From an optimization exercise on the open Yosys and OpenROAD flow, aimed at small area and a short achievable clock period; shortcuts taken in it are not production practice.
RTL that was checked went through simulation tests only; none was proved equivalent to the original.

## build 87
// AXIS_linear_regression_v1_0
module AXIS_linear_regression_v1_0 #
	(
		parameter M = 8,
		parameter N = 3,
		parameter integer C_S00_AXIS_TDATA_WIDTH	= 32,
		parameter integer C_M00_AXIS_TDATA_WIDTH	= 32,
		parameter integer C_M00_AXIS_START_COUNT	= 32
	)
	(
		input wire  aclk,
		input wire  aresetn,
		output wire  s00_axis_tready,
		input wire [C_S00_AXIS_TDATA_WIDTH-1 : 0] s00_axis_tdata,
		input wire  s00_axis_tlast,
		input wire  s00_axis_tvalid,
		output wire  m00_axis_tvalid,
		output wire [C_M00_AXIS_TDATA_WIDTH-1 : 0] m00_axis_tdata,
		output wire  m00_axis_tlast,
		input wire  m00_axis_tready
	);
clock: 22.0 ns
lec_check: 0
cap_margin: 20
core_margin: 2
core_utilization: 40
cts_cluster_diameter: 55
cts_cluster_size: 28
gpl_routability_driven: 0
slew_margin: 20
synth_hierarchical: 1
synth_minimum_keep_size: 0
standard.sh (not shown) runs the stock make flow with config.mk's settings and CLKGATE_MAP_FILE= SYNTH_SCRIPT=/design/flow/synth_recipe.tcl, a recipe that flattens the netlist after the stock synthesis.
==> flow/flow/run.sh <==
#!/bin/bash
# The standard layout, with the port buffers made from buf_4 instead of the default cell,
# the resizer's timing repair aiming at 16.45 ns of setup slack, and no dummy loads in the
# clock tree
set -euo pipefail
bash standard.sh finish 'BUFFER_PORTS_ARGS=-buffer_cell sky130_fd_sc_hd__buf_4' SETUP_SLACK_MARGIN=16.45 \
  'CTS_ARGS=-sink_clustering_enable -repair_clock_nets -sink_clustering_size 28 -sink_clustering_max_diameter 55 -dont_use_dummy_load' > standard.log 2>&1
Both conditions hold for build 87: the flow ran to the end and the final layout passed the timing, design-rule and antenna checks.
### build 87 -> build 88
Settings: a deleted GPL_ROUTABILITY_DRIVEN that had been 0.
diff --git a/flow/flow/run.sh b/flow/flow/run.sh
--- a/flow/flow/run.sh
+++ b/flow/flow/run.sh
@@ -5,3 +5,3 @@
 set -euo pipefail
-bash standard.sh finish 'BUFFER_PORTS_ARGS=-buffer_cell sky130_fd_sc_hd__buf_4' SETUP_SLACK_MARGIN=16.45 \
+bash standard.sh finish 'BUFFER_PORTS_ARGS=-buffer_cell sky130_fd_sc_hd__buf_4' SETUP_SLACK_MARGIN=16.45 SKIP_GATE_CLONING=1 \
   'CTS_ARGS=-sink_clustering_enable -repair_clock_nets -sink_clustering_size 28 -sink_clustering_max_diameter 55 -dont_use_dummy_load' > standard.log 2>&1
[summary]
- Build 87 -> build 88: number of global-route vias before repair delta 0, exact match
- Least setup slack across all paths after layout came out lower on build 88 than on build 87.
- ~same setup slack on the worst flop-to-flop path in build 87 and build 88
diff inputs: build 88 => build 21
Settings: CTS_CLUSTER_DIAMETER: 55 -> unset; CTS_CLUSTER_SIZE: 28 -> unset.
==> flow/flow/run.sh <==
#!/bin/bash
# The standard layout, with the port buffers made from buf_4 instead of the default cell,
# and the resizer's timing repair aiming at 16.5 ns of setup slack
set -euo pipefail
bash standard.sh finish 'BUFFER_PORTS_ARGS=-buffer_cell sky130_fd_sc_hd__buf_4' SETUP_SLACK_MARGIN=16.5 > standard.log 2>&1
Findings:
- Of build 21 and build 88, it is build 21 that has the higher proportion of cell area spent on the clock network.
- Of the two values seen for worst setup path startpoint, tdata_r[1] was produced by build 21 and tdata_r[31] by build 88.
- Taking build 88 as the reference point, the met1 capacity usage during global routing of build 21 rises by 0.31 points.
- In the reports for build 88 and build 21, the larger first-pass GRT wire length belongs to build 21.
- Comparing build 88 against build 21, there is no change at all in final-report hold violation count.
- ~same number of nets still failing antenna checks after routing in build 88 and build 21
- When build 21 is measured against build 88, its wire length after detailed routing turns out about 0.6% higher.
## Diff of input files: build 7 against build 21
Settings: CTS_CLUSTER_SIZE now 28, previously not set; CTS_CLUSTER_DIAMETER now 55, previously not set.
==> flow/flow/run.sh <==
#!/bin/bash
# The standard layout, with the port buffers made from buf_4 instead of the default cell,
# the resizer's timing repair aiming at 16.45 ns of setup slack, and no dummy loads in the
# clock tree
set -euo pipefail
bash standard.sh finish 'BUFFER_PORTS_ARGS=-buffer_cell sky130_fd_sc_hd__buf_4' SETUP_SLACK_MARGIN=16.45 TNS_END_PERCENT=20 \
  'CTS_ARGS=-sink_clustering_enable -repair_clock_nets -sink_clustering_size 28 -sink_clustering_max_diameter 55 -dont_use_dummy_load' > standard.log 2>&1
--- outcome ---
Between build 7 and build 21, the clock tree skew after final layout is higher for build 7.
Build 21 -> build 7: post-synthesis xor/xnor area fraction delta 0, exact match
Build 7 vs. build 21: post-detailed-route wirelength per cell barely changed.


AXIS_linear_regression_v1_0, a different RTL version from the one above (not shown whole).
Size in the first run: ~3900 cells after synthesis, roughly 72 I/O pins, roughly 47000 um2 of cells after synthesis.
clock: 22.0 ns
lec_check: 0
cap_margin: 20
core_margin: 2
core_utilization: 40
slew_margin: 20
synth_hierarchical: 1
synth_minimum_keep_size: 0
run.sh (not shown) runs the stock make flow with config.mk's settings and CLKGATE_MAP_FILE= SYNTH_SCRIPT=/design/flow/synth_recipe.tcl, a recipe that flattens the netlist after the stock synthesis.
Stock flow here: none of the scripts above is used.
Rerun with:
==> flow/flow/run.sh (new file) <==
#!/bin/bash
# The standard layout, with the port buffers made from buf_4 instead of the default cell,
# and the resizer's timing repair aiming at 16.5 ns of setup slack
set -euo pipefail
bash standard.sh finish 'BUFFER_PORTS_ARGS=-buffer_cell sky130_fd_sc_hd__buf_4' SETUP_SLACK_MARGIN=16.5 > standard.log 2>&1
==> flow/standard.sh (new file) <==
#!/bin/bash
# synth_recipe.tcl (not shown) runs the flow's synth.tcl, then flattens the netlist and writes it again
# the make line also repeats each setting of config.mk as NAME=value (left out here)
make -C /OpenROAD-flow-scripts/flow DESIGN_CONFIG=/design/flow/config.mk WORK_HOME=/design/flow/orfs CLKGATE_MAP_FILE= SYNTH_SCRIPT=/design/flow/synth_recipe.tcl "${@:-finish}"
- CORE_UTILIZATION: 40 -> 65
- PLACE_DENSITY: default -> 0.75
removed: flow/run.sh
Result:
- The changed run finished clean
- first-iteration DRC count is higher by 8.5%
- worst setup slack gains 0.56 ns
- fmax is higher by 10%
- design area is lower by 0.52%
Rerun with:
- CORE_UTILIZATION: 65 -> 40
- PLACE_DENSITY: 0.75 -> default
Outcome: The new run finished with timing, DRC and antenna clean; critical path depth stays the same; design area rises by a few percent; wire length goes up by roughly a tenth; die area increases by well over a third; worst setup slack gets worse by 0.018 ns; synthesized cell count is unchanged.


AXIS_linear_regression_v1_0, a different RTL version from the one above (not shown whole).
Size in the first run: ~3800 cells after synthesis, roughly 520 flip-flops, ~72 I/O pins, about 0.045 mm^2 of cells after synthesis.
==> flow/config.mk <==
export PLATFORM = sky130hd
export DESIGN_NAME = AXIS_linear_regression_v1_0
export DESIGN_NICKNAME = AXIS_linear_regression_v1_0
export VERILOG_FILES = /design/flow/design.v
export SDC_FILE = /design/flow/constraint.sdc
export NUM_CORES = 8
export LEC_CHECK = 0
export CAP_MARGIN = 20
export CORE_MARGIN = 2
export CORE_UTILIZATION = 40
export SLEW_MARGIN = 20
export SYNTH_HIERARCHICAL = 1
export SYNTH_MINIMUM_KEEP_SIZE = 0
==> flow/constraint.sdc <==
create_clock -name core_clock -period 22.0 [get_ports {aclk}]
set_input_delay 4.4000 -clock core_clock [delete_from_list [all_inputs] [get_ports {aclk}]]
set_output_delay 4.4000 -clock core_clock [all_outputs]
set_load 0.01 [all_outputs]
standard.sh (not shown) runs the stock make flow with config.mk's settings and CLKGATE_MAP_FILE= SYNTH_SCRIPT=/design/flow/synth_recipe.tcl, a recipe that flattens the netlist after the stock synthesis.
==> flow/flow/run.sh <==
#!/bin/bash
# The standard layout, with the port buffers made from buf_4 instead of the default cell,
# and the resizer's timing repair aiming at 16.3 ns of setup slack
set -euo pipefail
bash standard.sh finish 'BUFFER_PORTS_ARGS=-buffer_cell sky130_fd_sc_hd__buf_4' SETUP_SLACK_MARGIN=16.3 > standard.log 2>&1
Then changed:
==> flow/flow/run.sh (replaced) <==
#!/bin/bash
# The standard layout, with the port buffers made from buf_4 instead of the default cell,
# and the resizer's timing repair aiming at 16.5 ns of setup slack
set -euo pipefail
bash standard.sh finish 'BUFFER_PORTS_ARGS=-buffer_cell sky130_fd_sc_hd__buf_4' SETUP_SLACK_MARGIN=16.5 > standard.log 2>&1
What happened: The new run produced a clean layout; first-iteration DRC count decreases by a little under a tenth; critical path depth does not change.
Function was not checked in any run of this note: the RTL went through the layout flow alone.


RTL: one of the versions met above, not the one the previous note started from.
Size: ~520 flip-flops, roughly 72 I/O pins, ~45000 µm² of cells after synthesis.
==> flow/design.v (excerpt) <==
module AXIS_linear_regression_v1_0 #
	(
		parameter M = 8,
		parameter N = 3,
		parameter integer C_S00_AXIS_TDATA_WIDTH	= 32,
		parameter integer C_M00_AXIS_TDATA_WIDTH	= 32,
		parameter integer C_M00_AXIS_START_COUNT	= 32
	)
	(
		input wire  aclk,
		input wire  aresetn,
		output wire  s00_axis_tready,
		input wire [C_S00_AXIS_TDATA_WIDTH-1 : 0] s00_axis_tdata,
		input wire  s00_axis_tlast,
		input wire  s00_axis_tvalid,
		output wire  m00_axis_tvalid,
		output wire [C_M00_AXIS_TDATA_WIDTH-1 : 0] m00_axis_tdata,
		output wire  m00_axis_tlast,
		input wire  m00_axis_tready
	);
    reg        tready_r;
    reg  [2:0] vdly, ldly;
    reg        tvalid_r, tlast_r;
    reg  [31:0] tdata_r;
    reg  [1:0] col;         
    reg  [3:0] row;         
    reg        pending;     
    reg  [1:0] w;           
    assign s00_axis_tready = tready_r;
    assign m00_axis_tvalid = tvalid_r;
    assign m00_axis_tlast  = tlast_r;
    assign m00_axis_tdata  = tdata_r;
    wire take = s00_axis_tvalid & tready_r & ~pending;
    wire xrow = ~row[3];
    wire nz = row != 4'd0;              
    wire [15:0] bus16 = s00_axis_tdata[15:0];
    wire [15:0] enc;
    wire [7:0] encn;
    genvar g;
    generate for (g = 0; g < 8; g = g + 1) begin : be
        wire am1 = (g == 0) ? 1'b0 : bus16[2*g-1];
        wire a0 = bus16[2*g], a1 = bus16[2*g+1];
        assign enc[2*g]   = a0 ^ am1;
        assign enc[2*g+1] = (a1 & ~a0 & ~am1) | (~a1 & a0 & am1);
        assign encn[g]    = a1;
    end endgenerate
    reg [15:0] E0, E1, E2;
    reg [7:0] N0, N1, N2;
  ...
Settings: LEC_CHECK=0, CAP_MARGIN=20, CORE_MARGIN=2, CORE_UTILIZATION=40, CTS_CLUSTER_DIAMETER=55, CTS_CLUSTER_SIZE=28, SLEW_MARGIN=20, SYNTH_HIERARCHICAL=1, SYNTH_MINIMUM_KEEP_SIZE=0; clock period 22.0 ns.
==> flow/flow/run.sh <==
#!/bin/bash
# The standard layout, with the port buffers made from buf_4 instead of the default cell,
# the resizer's timing repair aiming at 16.45 ns of setup slack, and no dummy loads in the
# clock tree
set -euo pipefail
bash standard.sh finish 'BUFFER_PORTS_ARGS=-buffer_cell sky130_fd_sc_hd__buf_4' SETUP_SLACK_MARGIN=16.45 \
  'CTS_ARGS=-sink_clustering_enable -repair_clock_nets -sink_clustering_size 26 -sink_clustering_max_diameter 52 -dont_use_dummy_load' > standard.log 2>&1
The baseline ran to the end with no violations.
Next try:
==> flow/flow/run.sh (replaced) <==
#!/bin/bash
# The standard layout, with the port buffers made from buf_4 instead of the default cell,
# and the resizer's timing repair aiming at 16.5 ns of setup slack
set -euo pipefail
bash standard.sh finish 'BUFFER_PORTS_ARGS=-buffer_cell sky130_fd_sc_hd__buf_4' SETUP_SLACK_MARGIN=16.5 > standard.log 2>&1
--- a/flow/config.mk
+++ b/flow/config.mk
@@ -9,6 +9,7 @@
 export CORE_MARGIN = 2
 export CORE_UTILIZATION = 40
-export CTS_CLUSTER_DIAMETER = 55
-export CTS_CLUSTER_SIZE = 28
+export CTS_CLUSTER_DIAMETER = 50
+export CTS_CLUSTER_SIZE = 24
+export PLACE_DENSITY = 0.7
 export SLEW_MARGIN = 20
 export SYNTH_HIERARCHICAL = 1
Global-route usage falls by 0.83 points.
Hold slack is better by 0.018 ns.
Utilization rises by 0.72 points.
Final area rises by 1.6%.
Area after synthesis stays the same.
Next try:
==> flow/flow/run.sh (replaced) <==
#!/bin/bash
# The standard layout, with the port buffers made from buf_4 instead of the default cell,
# the resizer's timing repair aiming at 16.45 ns of setup slack, and no dummy loads in the
# clock tree
set -euo pipefail
bash standard.sh finish 'BUFFER_PORTS_ARGS=-buffer_cell sky130_fd_sc_hd__buf_4' SETUP_SLACK_MARGIN=16.45 RECOVER_POWER=50 \
  'CTS_ARGS=-sink_clustering_enable -repair_clock_nets -sink_clustering_size 28 -sink_clustering_max_diameter 55 -dont_use_dummy_load' > standard.log 2>&1
--- a/flow/config.mk
+++ b/flow/config.mk
@@ -9,7 +9,6 @@
 export CORE_MARGIN = 2
 export CORE_UTILIZATION = 40
-export CTS_CLUSTER_DIAMETER = 50
-export CTS_CLUSTER_SIZE = 24
-export PLACE_DENSITY = 0.7
+export CTS_CLUSTER_DIAMETER = 55
+export CTS_CLUSTER_SIZE = 28
 export SLEW_MARGIN = 20
 export SYNTH_HIERARCHICAL = 1
The changed run finished but fails on max-capacitance violations, max-slew violations. Via count is lower by 1.8%. Worst setup slack gets worse by 2.9 ns. Synthesized area does not change. Register-to-register slack gets worse by 3.1 ns. Flip-flop and latch count is unchanged. Cell area went down by 2.0%.


== v31 ==
Starting RTL as in the previous note.
clock: 22.0 ns
lec_check: 0
cap_margin: 20
core_margin: 2
core_utilization: 40
cts_cluster_diameter: 55
cts_cluster_size: 28
slew_margin: 20
synth_hierarchical: 1
synth_minimum_keep_size: 0
==> flow/flow/run.sh <==
#!/bin/bash
# The standard layout, with the port buffers made from buf_4 instead of the default cell,
# the resizer's timing repair aiming at 16.45 ns of setup slack, and no dummy loads in the
# clock tree
set -euo pipefail
bash standard.sh finish 'BUFFER_PORTS_ARGS=-buffer_cell sky130_fd_sc_hd__buf_4' SETUP_SLACK_MARGIN=16.45 \
  'CTS_ARGS=-sink_clustering_enable -repair_clock_nets -sink_clustering_size 32 -sink_clustering_max_diameter 60 -dont_use_dummy_load' > standard.log 2>&1
No stage failed in v31, and the final checks on the layout all came back clean.
[inputs] v9 vs v31
- CORE_UTILIZATION: 40 -> 50
- CTS_CLUSTER_SIZE: 28 -> 24
- CTS_CLUSTER_DIAMETER: 55 -> 50
==> flow/flow/run.sh <==
#!/bin/bash
# The standard layout, with the port buffers made from buf_4 instead of the default cell,
# and the resizer's timing repair aiming at 16.5 ns of setup slack
set -euo pipefail
bash standard.sh finish 'BUFFER_PORTS_ARGS=-buffer_cell sky130_fd_sc_hd__buf_4' SETUP_SLACK_MARGIN=16.5 > standard.log 2>&1
### Flow results
- Per the comparison of v9 with v31, detailed-route vias per instance increased by about 8% relative to the old numbers; layout clock buffer count increased by 29 relative to the old numbers; overall routed net length saw an increase.
- v9 reached the final stage; the timing, design-rule and antenna checks on its layout passed.
Modified inputs, v25 compared to v9
- CORE_UTILIZATION: 50 -> 40
Findings:
Looking at number of buffers inserted during clock tree synthesis, v25 sits about 23% below v9.
v25 — number of global-route vias before repair 4.4% lower, v9 as reference
Area of the die for v25 is higher than for v9.
Comparing v25 and v9, the higher number of cells in the design after placement is on v25.
| number of rows created at floorplan | v25 vs v9 | about 12% higher |
Input changes introduced in v22 (baseline for comparison: v25):
==> flow/flow/run.sh <==
#!/bin/bash
# The standard layout, with the port buffers made from buf_4 instead of the default cell,
# and the resizer's timing repair aiming at 16.45 ns of setup slack
set -euo pipefail
bash standard.sh finish 'BUFFER_PORTS_ARGS=-buffer_cell sky130_fd_sc_hd__buf_4' SETUP_SLACK_MARGIN=16.45 > standard.log 2>&1
--- outcome ---
Result for v22 and v25: all clean
Of v22 and v25, it is v22 that has the lower smallest setup slack after layout.
Between v25 and v22, worst slew margin relative to its limit increased.
The count of plain and timing-repair buffers in the layout of v22 falls short of that of v25 by 2.
Between v22 and v25, the final non-filler cell total figures differ only marginally.
Going from v25 to v22, fraction of layout cells with a size suffix above 1 fell by 0.66 points.
Summary of v22 over v25: via-per-instance ratio stayed essentially flat; routed wire length stayed essentially flat.
Compared with v25, placement density in the core of v22 is lower.

-- port drivers added, routing unchanged --
In the flow no input, the clock included, has a driving cell. The finished layouts below were timed again as built, in two steps. Step 1 sets driving cells, clkbuf_16 on the clock port and buf_2 on the other inputs (assumed; they add their load-dependent delay and slew). Step 2 adds t to the input delays and takes it off the output delays; t is the mean of the earliest and latest rising clock arrival at the registers after step 1. Input paths then give back, and output paths get back, about the clock's delay inside the block. Three values: ideal ports, drivers, drivers and shift; two values: the first two.
run | t (ns) | slack for setup (ns) | clock arrival spread, ns | worst register clock-pin slew, ns
build 87 | 0.634 | 16.454 / 16.388 / 15.921 | 0.104 / 0.104 | 0.10 / 0.10
build 88 | 0.638 | 16.445 / 16.379 / 15.913 | 0.106 / 0.106 | 0.10 / 0.10
build 21 | 0.698 | 16.417 / 16.342 / 15.939 | 0.093 / 0.093 | 0.09 / 0.09
build 7 | 0.637 | 16.402 / 16.339 / 15.799 | 0.101 / 0.101 | 0.09 / 0.09
the first run of note 2 | 0.708 | 15.835 / 15.767 / 15.459 | 0.064 / 0.064 | 0.08 / 0.08
the second run of note 2 | 0.706 | 16.398 / 16.327 / 16.218 | 0.030 / 0.030 | 0.07 / 0.07
the third run of note 2 | 0.732 | 16.380 / 16.310 / 16.111 | 0.070 / 0.069 | 0.07 / 0.07
the first run of note 3 | 0.712 | 16.308 / 16.236 / 16.092 | 0.051 / 0.051 | 0.08 / 0.08
the second run of note 3 | 0.708 | 16.428 / 16.357 / 16.057 | 0.050 / 0.051 | 0.08 / 0.08
the first run of note 4 | 0.645 | 16.461 / 16.395 / 15.944 | 0.094 / 0.094 | 0.09 / 0.09
the second run of note 4 | 0.669 | 16.428 / 16.373 / 15.768 | 0.055 / 0.056 | 0.09 / 0.09
the third run of note 4 | 0.635 | 13.563 / 13.563 / 13.563 | 0.104 / 0.104 | 0.10 / 0.10
v31 | 0.633 | 16.461 / 16.394 / 15.896 | 0.096 / 0.097 | 0.11 / 0.11
v9 | 0.682 | 16.461 / 16.393 / 15.940 | 0.028 / 0.028 | 0.08 / 0.08
v25 | 0.664 | 16.456 / 16.388 / 15.956 | 0.050 / 0.050 | 0.09 / 0.09
v22 | 0.672 | 16.446 / 16.377 / 15.949 | 0.055 / 0.056 | 0.09 / 0.09
The setup slack of the second run of note 4, which loses most, moves by -0.055 ns with the drivers and by -0.660 ns with both steps.
